What follows belongs to an exercise in optimizing a design on an open flow for small area; a production flow would make more cautious choices.
No activity file was given, so power comes from the tool's default toggle rates.

## calc2_top
module calc2_top ( out_data1, out_data2, out_data3, out_data4, out_resp1, out_resp2, out_resp3, out_resp4, out_tag1, out_tag2, out_tag3, out_tag4, c_clk, req1_cmd_in, req1_data_in, req1_tag_in, req2_cmd_in, req2_data_in, req2_tag_in, req3_cmd_in, req3_data_in, req3_tag_in, req4_cmd_in, req4_data_in, req4_tag_in, reset);
   output [0:31] out_data1, out_data2, out_data3, out_data4;
   output [0:1]  out_resp1, out_resp2, out_resp3, out_resp4, out_tag1, out_tag2, out_tag3, out_tag4;
   input         c_clk, reset;
   input [0:3]   req1_cmd_in, req2_cmd_in, req3_cmd_in, req4_cmd_in;
   input [0:1]   req1_tag_in, req2_tag_in, req3_tag_in, req4_tag_in;
   input [0:31]  req1_data_in, req2_data_in, req3_data_in, req4_data_in;
   wire [3:0] q_add, q_sh;
   reg  [4:0] len_add, len_sh;     
   wire [4:0] base_add = (len_add == 5'd0) ? 5'd1 : len_add;
   wire [4:0] base_sh  = (len_sh == 5'd0) ? 5'd1 : len_sh;
   wire [4:0] pa1 = base_add;
   wire [4:0] pa2 = pa1 + q_add[0];
   wire [4:0] pa3 = pa2 + q_add[1];
   wire [4:0] pa4 = pa3 + q_add[2];
   wire [4:0] ps1 = base_sh;
   wire [4:0] ps2 = ps1 + q_sh[0];
   wire [4:0] ps3 = ps2 + q_sh[1];
   wire [4:0] ps4 = ps3 + q_sh[2];
   always @(posedge c_clk) begin
      if (reset) begin
         len_add <= 5'd0;
         len_sh  <= 5'd0;
      end else begin
         len_add <= len_add + q_add[0] + q_add[1] + q_add[2] + q_add[3] - (len_add != 5'd0);
         len_sh  <= len_sh + q_sh[0] + q_sh[1] + q_sh[2] + q_sh[3] - (len_sh != 5'd0);
      end
   end
   calc2_pair p12 (.clk(c_clk), .reset(reset),
                   .f_cmd_in(req1_cmd_in), .f_data_in(req1_data_in), .f_tag_in(req1_tag_in),
                   .s_cmd_in(req2_cmd_in), .s_data_in(req2_data_in), .s_tag_in(req2_tag_in),
                   .f_q_add(q_add[0]), .f_q_sh(q_sh[0]), .s_q_add(q_add[1]), .s_q_sh(q_sh[1]),
                   .f_pos_add(pa1), .f_pos_sh(ps1), .s_pos_add(pa2), .s_pos_sh(ps2),
                   .f_resp(out_resp1), .s_resp(out_resp2), .f_data(out_data1), .s_data(out_data2),
                   .f_tag(out_tag1), .s_tag(out_tag2));
  ...
Size: about 940 flip-flops, ~300 I/O pins, ~45000 µm² of cells after synthesis.
export LEC_CHECK = 0
export CAP_MARGIN = 20
export CORE_MARGIN = 2
export CORE_UTILIZATION = 40
export SLEW_MARGIN = 20
create_clock -name core_clock -period 7.0 [get_ports {c_clk}]
standard.sh (not shown) runs the stock make flow with config.mk's settings and CLKGATE_MAP_FILE= SYNTH_SCRIPT=/design/flow/synth_recipe.tcl, a recipe that flattens the netlist after the stock synthesis.
==> flow/flow/run.sh <==
#!/bin/bash
# Own layout flow: the standard flow (standard.sh, standard synthesis unchanged), with
# plain buf_1 port buffers and a clock tree built without dummy loads.
set -euo pipefail
export BUFFER_PORTS_ARGS="-buffer_cell sky130_fd_sc_hd__buf_1"
export CTS_ARGS="-sink_clustering_enable -repair_clock_nets -dont_use_dummy_load"
bash standard.sh > flow_make.log 2>&1
The baseline went through all stages and came out clean.
Edit:
==> flow/run.sh (new file) <==
#!/bin/bash
# synth_recipe.tcl (not shown) runs the flow's synth.tcl, then flattens the netlist and writes it again
# the make line also repeats each setting of config.mk as NAME=value (left out here)
make -C /OpenROAD-flow-scripts/flow DESIGN_CONFIG=/design/flow/config.mk WORK_HOME=/design/flow/orfs CLKGATE_MAP_FILE= SYNTH_SCRIPT=/design/flow/synth_recipe.tcl finish
Settings changed: CTS_BUF_LIST set to sky130_fd_sc_hd__clkbuf_4 sky130_fd_sc_hd__clkbuf_8.
removed: flow/flow/run.sh
removed: flow/standard.sh
=> Register-to-register slack gets worse by 0.07 ns. Cell count rose by a few percent. Non-clock buffer count rose by 5. Routed wire length rose slightly. Fmax fell slightly. Via count increases slightly. Cell area rises by a few percent.
Edit:
==> flow/flow/run.sh (new file) <==
#!/bin/bash
set -euo pipefail
export BUFFER_PORTS_ARGS="-buffer_cell sky130_fd_sc_hd__buf_1"
export CTS_ARGS="-sink_clustering_enable -repair_clock_nets -dont_use_dummy_load -buf_list {sky130_fd_sc_hd__clkbuf_4 sky130_fd_sc_hd__clkbuf_8}"
bash standard.sh > flow_make.log 2>&1
==> flow/standard.sh (new file) <==
#!/bin/bash
# synth_recipe.tcl (not shown) runs the flow's synth.tcl, then flattens the netlist and writes it again
# the make line also repeats each setting of config.mk as NAME=value (left out here)
make -C /OpenROAD-flow-scripts/flow DESIGN_CONFIG=/design/flow/config.mk WORK_HOME=/design/flow/orfs CLKGATE_MAP_FILE= SYNTH_SCRIPT=/design/flow/synth_recipe.tcl "${@:-finish}"
Settings changed: CTS_BUF_LIST sky130_fd_sc_hd__clkbuf_4 sky130_fd_sc_hd__clkbuf_8 to not set.
removed: flow/run.sh
Wire length fell by 0.69%.
Count of clock-buffer cells in the layout falls by 71.
Cell area shrinks by 5.6%.
Core utilization went down by 2.7 points.
Via count drops by 0.75%.
Die area stays the same.
Sequential share of layout area grows by 2.7 points.
Setup slack gets better by 0.020 ns.
Hold slack loses 0.022 ns.
Area after synthesis stays the same.
Clock skew goes up by 0.041 ns.
Edit:
==> flow/run.sh (new file) <==
#!/bin/bash
# synth_recipe.tcl (not shown) runs the flow's synth.tcl, then flattens the netlist and writes it again
# the make line also repeats each setting of config.mk as NAME=value (left out here)
make -C /OpenROAD-flow-scripts/flow DESIGN_CONFIG=/design/flow/config.mk WORK_HOME=/design/flow/orfs CLKGATE_MAP_FILE= SYNTH_SCRIPT=/design/flow/synth_recipe.tcl finish
removed: flow/flow/run.sh
removed: flow/standard.sh
Clock power climbs by 35%.
Combinational power went up by 10%.
Worst setup slack gets worse by 0.029 ns.
Cell area climbs by 6.0%.
Power is higher by 11%.
Wire length hardly moves.
Global-route usage is about the same.
First-iteration DRC count is about the same.
Synthesized area is unchanged.
Via count is about the same.
No functional check of the RTL was part of any run of this note.

[what the ideal ports hide]
In the flow no input, the clock included, has a driving cell. The finished layouts below were timed again as built, in two steps.
Step 1 assumes that a clkbuf_16 drives the clock port and a buf_2 every other input.
Step 2 times the ports against the registers' clock, not the clock port: input delays grow and output delays shrink by t, the midpoint of the rising clock arrivals with the driver on.
a / b / c = no drivers / after step 1 / after step 2; a / b = the first two.
run	t, ns	setup slack, ns	hold slack, ns	worst register clock-pin slew, ns	worst slew at a driven data input, ns
the first run	0.712	1.348 / 1.348 / 1.204	0.275 / 0.275 / 0.275	0.07 / 0.07	0.15
the second run	0.892	1.276 / 1.276 / 0.559	0.303 / 0.303 / 0.303	0.08 / 0.08	0.14
the third run	0.863	1.296 / 1.296 / 1.209	0.281 / 0.281 / 0.281	0.06 / 0.06	0.15
the fourth run	0.746	1.267 / 1.267 / 0.635	0.325 / 0.325 / 0.325	0.07 / 0.07	0.15
After both steps setup and hold are still met in every run listed. The setup slack of the second run, which loses most, moves by 0.000 ns with the drivers and by -0.717 ns with both steps.
